From an optimization exercise on the open Yosys and OpenROAD flow, aimed at small area; shortcuts taken in it are not production practice.
At most, simulation tests tie the RTL to the original design; equivalence was not proved.
Power figures rest on the tool's default switching activity, not on a simulated workload.

== run 1 ==
Design mainClock, start of the top module:
module mainClock(
    output Vsync,
    output Hsync,
    output [2:0] Rcolor,
    output [2:0] Gcolor,
    output [1:0] Bcolor,
    output reg [3:0] lScore,
    output reg [3:0] rScore,
    output [1:0] winner,
    output reg speakerOut,
    input FPGAclk,
    input reset,
    input startGame,
    input setColor,
    input setSpeed,
    input [2:0] Rinput,
    input [2:0] Ginput,
    input [1:0] Binput,
    input encoderLA,
    input encoderLB,
    input encoderRA,
    input encoderRB
    );
export LEC_CHECK = 0
export CAP_MARGIN = 20
export CORE_MARGIN = 2
export CORE_UTILIZATION = 55
export SLEW_MARGIN = 20
create_clock -name core_clock -period 20.0 [get_ports {FPGAclk}]
standard.sh (not shown) runs the stock make flow with config.mk's settings and CLKGATE_MAP_FILE= SYNTH_SCRIPT=/design/flow/synth_recipe.tcl, a recipe that flattens the netlist after the stock synthesis.
==> flow/flow/run.sh <==
#!/bin/bash
# Own layout flow: the standard ORFS flow, with an area-oriented ABC
# script for the combinational mapping and a clock tree without dummy loads.
# Registers come from the standard synthesis unchanged (ABC does not touch
# flip-flops).  Each tool's output is in the ORFS logs under orfs/logs; the
# make output is in flow_make.log here.
set -euo pipefail
rm -rf scripts_area
cp -r "$FLOW_HOME/scripts" scripts_area
cp flow/abc_area.script scripts_area/abc_area.script
bash standard.sh "SCRIPTS_DIR=$PWD/scripts_area" ABC_AREA=1 \
    "CTS_ARGS=-sink_clustering_enable -repair_clock_nets -dont_use_dummy_load -buf_list sky130_fd_sc_hd__clkbuf_4" \
    finish > flow_make.log 2>&1
==> flow/flow/abc_area.script <==
strash
dc2
balance
resub -K 8
rewrite -z
resub -K 10 -z
refactor -z
dc2
dch -f
amap
topo
In summary, run 1 completed successfully, with a layout that passed the timing, design-rule and antenna checks.
[inputs] run 2 vs run 1
- CORE_UTILIZATION: 55 -> 70
==> flow/flow/run.sh <==
#!/bin/bash
# Own layout flow: the standard ORFS flow (standard.sh) with
#  - an area-oriented ABC script (flow/abc_area.script) for the
#    combinational mapping, and no separate full/half-adder extraction,
#    so ABC maps the adders too;
#  - a clock tree built from clkbuf_4 without dummy loads.
# Registers come from the standard synthesis unchanged (dfflibmap runs before
# ABC, which does not touch flip-flops).  Each tool's full output is in the
# ORFS logs under orfs/logs; make's own output is in flow_make.log here.
set -euo pipefail
rm -rf scripts_area
cp -r "$FLOW_HOME/scripts" scripts_area
cp flow/abc_area.script scripts_area/abc_area.script
bash standard.sh "SCRIPTS_DIR=$PWD/scripts_area" ABC_AREA=1 ADDER_MAP_FILE= \
    "CTS_ARGS=-sink_clustering_enable -repair_clock_nets -dont_use_dummy_load -buf_list sky130_fd_sc_hd__clkbuf_4" \
    finish > flow_make.log 2>&1
==> flow/flow/abc_area.script <==
strash
&get -n
&deepsyn -T 120
&put
dch -f
amap
topo
- Run 2 vs run 1 — final critical-path share of the clock period dropped 5.8 points.
- Going from run 1 to run 2, synthesized cell count grew by more than 10%.
- Of the two values seen for commonest non-fill, non-tap cell in the layout, sky130_fd_sc_hd__clkinv_1 was produced by run 1 and sky130_fd_sc_hd__nor2_1 by run 2.
- Of run 2 and run 1, run 2 shows the higher met3 routed wirelength, with run 1 below it.
- Comparing run 2 and run 1, the higher final critical path time including I/O delays and setup is on run 1.
--- input diff run 2..run 3 ---
- changing CORE_UTILIZATION from 70 to 55
## What came out
[diff] minimum period implied by the final worst setup slack, run 3 relative to run 2: improvement
Total internal power across run 3 and run 2: no real change.
Across both runs, number of placed cells counting well taps was higher for run 3 than for run 2.
Via count (run 3 vs. run 2) decreases by a few percent
Summary of run 3 over run 2: final area moved up; worst hold slack moved down; setup slack moved up.
Setup changes, run 3 to run 4
- swapping 55 for 80 in CORE_UTILIZATION
[summary]
Run 4 is listed as incomplete: the tool reported an error in global placement (3_3_place_gp) and the run ended there. The sequential area share after synthesis was comparable across run 3 and run 4. Delta (run 4 minus run 3): average footprint of a synthesized cell flat, post-synthesis compound-gate area fraction flat, starting density of the core up 26 points, simple-gate share of the synthesized area flat. Diff run 3 -> run 4 | row count | down by more than 10%. Comparing run 4 against run 3, there is no change at all in synthesized cell count. Chip height: run 4 < run 3. Width of the chip sits lower in run 4 than in run 3.

========
Another version of the RTL of mainClock (not shown whole).
For scale: ~900 cells after synthesis, about 0.0088 mm² of cells after synthesis.
clock: 20.0 ns
lec_check: 0
cap_margin: 20
core_margin: 2
core_utilization: 40
cts_buf_list: sky130_fd_sc_hd__clkbuf_8
slew_margin: 20
run.sh (not shown) runs the stock make flow with config.mk's settings and CLKGATE_MAP_FILE= SYNTH_SCRIPT=/design/flow/synth_recipe.tcl, a recipe that flattens the netlist after the stock synthesis.
Stock flow here: none of the scripts above is used.
Then changed:
CORE_UTILIZATION = 65   (was 40)
CTS_BUF_LIST = sky130_fd_sc_hd__clkbuf_4   (was sky130_fd_sc_hd__clkbuf_8)
Power hardly moves.
Global-route usage came out higher by 11 points.
Sequential cell count does not change.
Worst hold slack is better by 0.0095 ns.
Worst setup slack is worse by 0.12 ns.
Wire length came out lower by about 0.9%.
Cell count came out lower by about 8%.
Function was not checked in any run of this note: the RTL went through the layout flow alone.

========
mainClock with an RTL version that a note above also has.
Size in the first run: roughly 980 cells after synthesis, about 120 flip-flops, about 0.0073 sq mm of cells after synthesis.
clock: 20.0 ns
lec_check: 0
cap_margin: 20
core_margin: 2
core_utilization: 55
slew_margin: 20
standard.sh (not shown) runs the stock make flow with config.mk's settings and CLKGATE_MAP_FILE= SYNTH_SCRIPT=/design/flow/synth_recipe.tcl, a recipe that flattens the netlist after the stock synthesis.
==> flow/flow/run.sh <==
#!/bin/bash
set -euo pipefail
rm -rf scripts_area
cp -r "$FLOW_HOME/scripts" scripts_area
cp flow/abc_area.script scripts_area/abc_area.script
bash standard.sh "SCRIPTS_DIR=$PWD/scripts_area" ABC_AREA=1 ADDER_MAP_FILE= \
    "CTS_ARGS=-sink_clustering_enable -repair_clock_nets -dont_use_dummy_load -buf_list sky130_fd_sc_hd__clkbuf_4 -sink_clustering_size 15 -sink_clustering_max_diameter 80" \
    finish > flow_make.log 2>&1
==> flow/flow/abc_area.script <==
strash
dc2
balance
resub -K 8
rewrite -z
resub -K 10 -z
refactor -z
dc2
dch -f
amap
topo
Rerun with:
==> flow/run.sh (new file) <==
#!/bin/bash
# synth_recipe.tcl (not shown) runs the flow's synth.tcl, then flattens the netlist and writes it again
# the make line also repeats each setting of config.mk as NAME=value (left out here)
make -C /OpenROAD-flow-scripts/flow DESIGN_CONFIG=/design/flow/config.mk WORK_HOME=/design/flow/orfs CLKGATE_MAP_FILE= SYNTH_SCRIPT=/design/flow/synth_recipe.tcl finish
--- a/flow/config.mk
+++ b/flow/config.mk
@@ -7,0 +8 @@
+export ABC_AREA = 1
@@ -10 +11,2 @@
-export CORE_UTILIZATION = 55
+export CORE_UTILIZATION = 40
+export CTS_BUF_LIST = sky130_fd_sc_hd__clkbuf_8
removed: flow/flow/run.sh
removed: flow/flow/abc_area.script
removed: flow/standard.sh
What happened:
- cell area climbs by about 19%
- routed wire length shrinks by about 6%
- fmax falls by 5.2%
- die area increases by 59%
- sequential power went up by about 10%
- sequential share of layout area decreases by 5.8 points
Rerun with:
==> flow/flow/run.sh (new file) <==
#!/bin/bash
# Own layout flow: the standard ORFS flow (standard.sh) with
#  - an area-oriented ABC script (flow/abc_area.script) for the
#    combinational mapping, and no separate full/half-adder extraction,
#    so ABC maps the adders too;
#  - a clock tree built from clkbuf_4 without dummy loads.
# Registers come from the standard synthesis unchanged (dfflibmap runs before
# ABC, which does not touch flip-flops).  Each tool's full output is in the
# ORFS logs under orfs/logs; make's own output is in flow_make.log here.
set -euo pipefail
rm -rf scripts_area
cp -r "$FLOW_HOME/scripts" scripts_area
cp flow/abc_area.script scripts_area/abc_area.script
bash standard.sh "SCRIPTS_DIR=$PWD/scripts_area" ABC_AREA=1 ADDER_MAP_FILE= \
    "CTS_ARGS=-sink_clustering_enable -repair_clock_nets -dont_use_dummy_load -buf_list sky130_fd_sc_hd__clkbuf_4" \
    finish > flow_make.log 2>&1
==> flow/flow/abc_area.script (new file) <==
strash
&get -n
&deepsyn -T 60
&put
dch -f
amap
topo
==> flow/standard.sh (new file) <==
#!/bin/bash
# synth_recipe.tcl (not shown) runs the flow's synth.tcl, then flattens the netlist and writes it again
# the make line also repeats each setting of config.mk as NAME=value (left out here)
make -C /OpenROAD-flow-scripts/flow DESIGN_CONFIG=/design/flow/config.mk WORK_HOME=/design/flow/orfs CLKGATE_MAP_FILE= SYNTH_SCRIPT=/design/flow/synth_recipe.tcl "${@:-finish}"
--- a/flow/config.mk
+++ b/flow/config.mk
@@ -8 +7,0 @@
-export ABC_AREA = 1
@@ -11,2 +10 @@
-export CORE_UTILIZATION = 40
-export CTS_BUF_LIST = sky130_fd_sc_hd__clkbuf_8
+export CORE_UTILIZATION = 55
removed: flow/run.sh
The changed run ran to the end with no violations.
Die area decreases by well over a third.
Final area went down by about a fifth.
Critical path depth climbs by 1.
Rerun with:
==> flow/flow/run.sh (replaced) <==
#!/bin/bash
set -euo pipefail
rm -rf scripts_area
cp -r "$FLOW_HOME/scripts" scripts_area
cp flow/abc_area.script scripts_area/abc_area.script
bash standard.sh "SCRIPTS_DIR=$PWD/scripts_area" ABC_AREA=1 ADDER_MAP_FILE= \
    "CTS_ARGS=-sink_clustering_enable -repair_clock_nets -dont_use_dummy_load -buf_list sky130_fd_sc_hd__clkbuf_8 -sink_clustering_size 30 -sink_clustering_max_diameter 100" \
    finish > flow_make.log 2>&1
==> flow/flow/abc_area.script (replaced) <==
strash
dc2
balance
resub -K 8
rewrite -z
resub -K 10 -z
refactor -z
dc2
dch -f
amap
topo
Effect: Worst setup slack loses 0.11 ns; register-to-register slack is better by 0.23 ns; wire length rose by 11%; via count grows by 5.4%.

-- separate check: timing with driven ports --
How much do the figures lean on ideal ports? The routed layouts below were timed once more, with nothing changed but the port constraints. Step 1, drivers: a clkbuf_16 drives FPGAclk and a buf_2 each remaining input, both assumed. Step 2, shift: input delay + t, output delay - t, t = (earliest + latest rising clock arrival at the registers) / 2. This alone moves slack from input paths to output paths. Three values: ideal, step 1, step 2; two values: the first two.
| run | t, ns | slack for setup (ns) | latest minus earliest clock arrival (ns) | slew at the worst register clock pin (ns) | worst data-port slew with drivers (ns) |
|---|---|---|---|---|---|
| run 1 | 0.544 | 5.933 / 5.944 / 5.400 | 0.047 / 0.048 | 0.10 / 0.10 | 0.04 |
| run 2 | 0.562 | 7.100 / 7.104 / 6.541 | 0.023 / 0.023 | 0.10 / 0.10 | 0.04 |
| run 3 | 0.546 | 7.314 / 7.323 / 6.776 | 0.039 / 0.039 | 0.11 / 0.11 | 0.04 |
| the first run of note 2 | 0.480 | 6.686 / 6.708 / 6.228 | 0.017 / 0.017 | 0.08 / 0.08 | 0.04 |
| the second run of note 2 | 0.587 | 6.571 / 6.583 / 5.996 | 0.019 / 0.018 | 0.11 / 0.11 | 0.03 |
| the first run of note 3 | 0.553 | 8.026 / 8.021 / 7.468 | 0.030 / 0.030 | 0.11 / 0.11 | 0.05 |
| the second run of note 3 | 0.489 | 7.363 / 7.381 / 6.892 | 0.016 / 0.016 | 0.09 / 0.09 | 0.03 |
| the third run of note 3 | 0.554 | 8.074 / 8.086 / 7.532 | 0.032 / 0.032 | 0.10 / 0.10 | 0.04 |
| the fourth run of note 3 | 0.465 | 7.969 / 7.967 / 7.502 | 0.019 / 0.018 | 0.07 / 0.07 | 0.05 |
After both steps setup and hold are still met in every run listed. The setup slack of the second run of note 2, which loses most, moves by +0.012 ns with the drivers and by -0.575 ns with both steps.
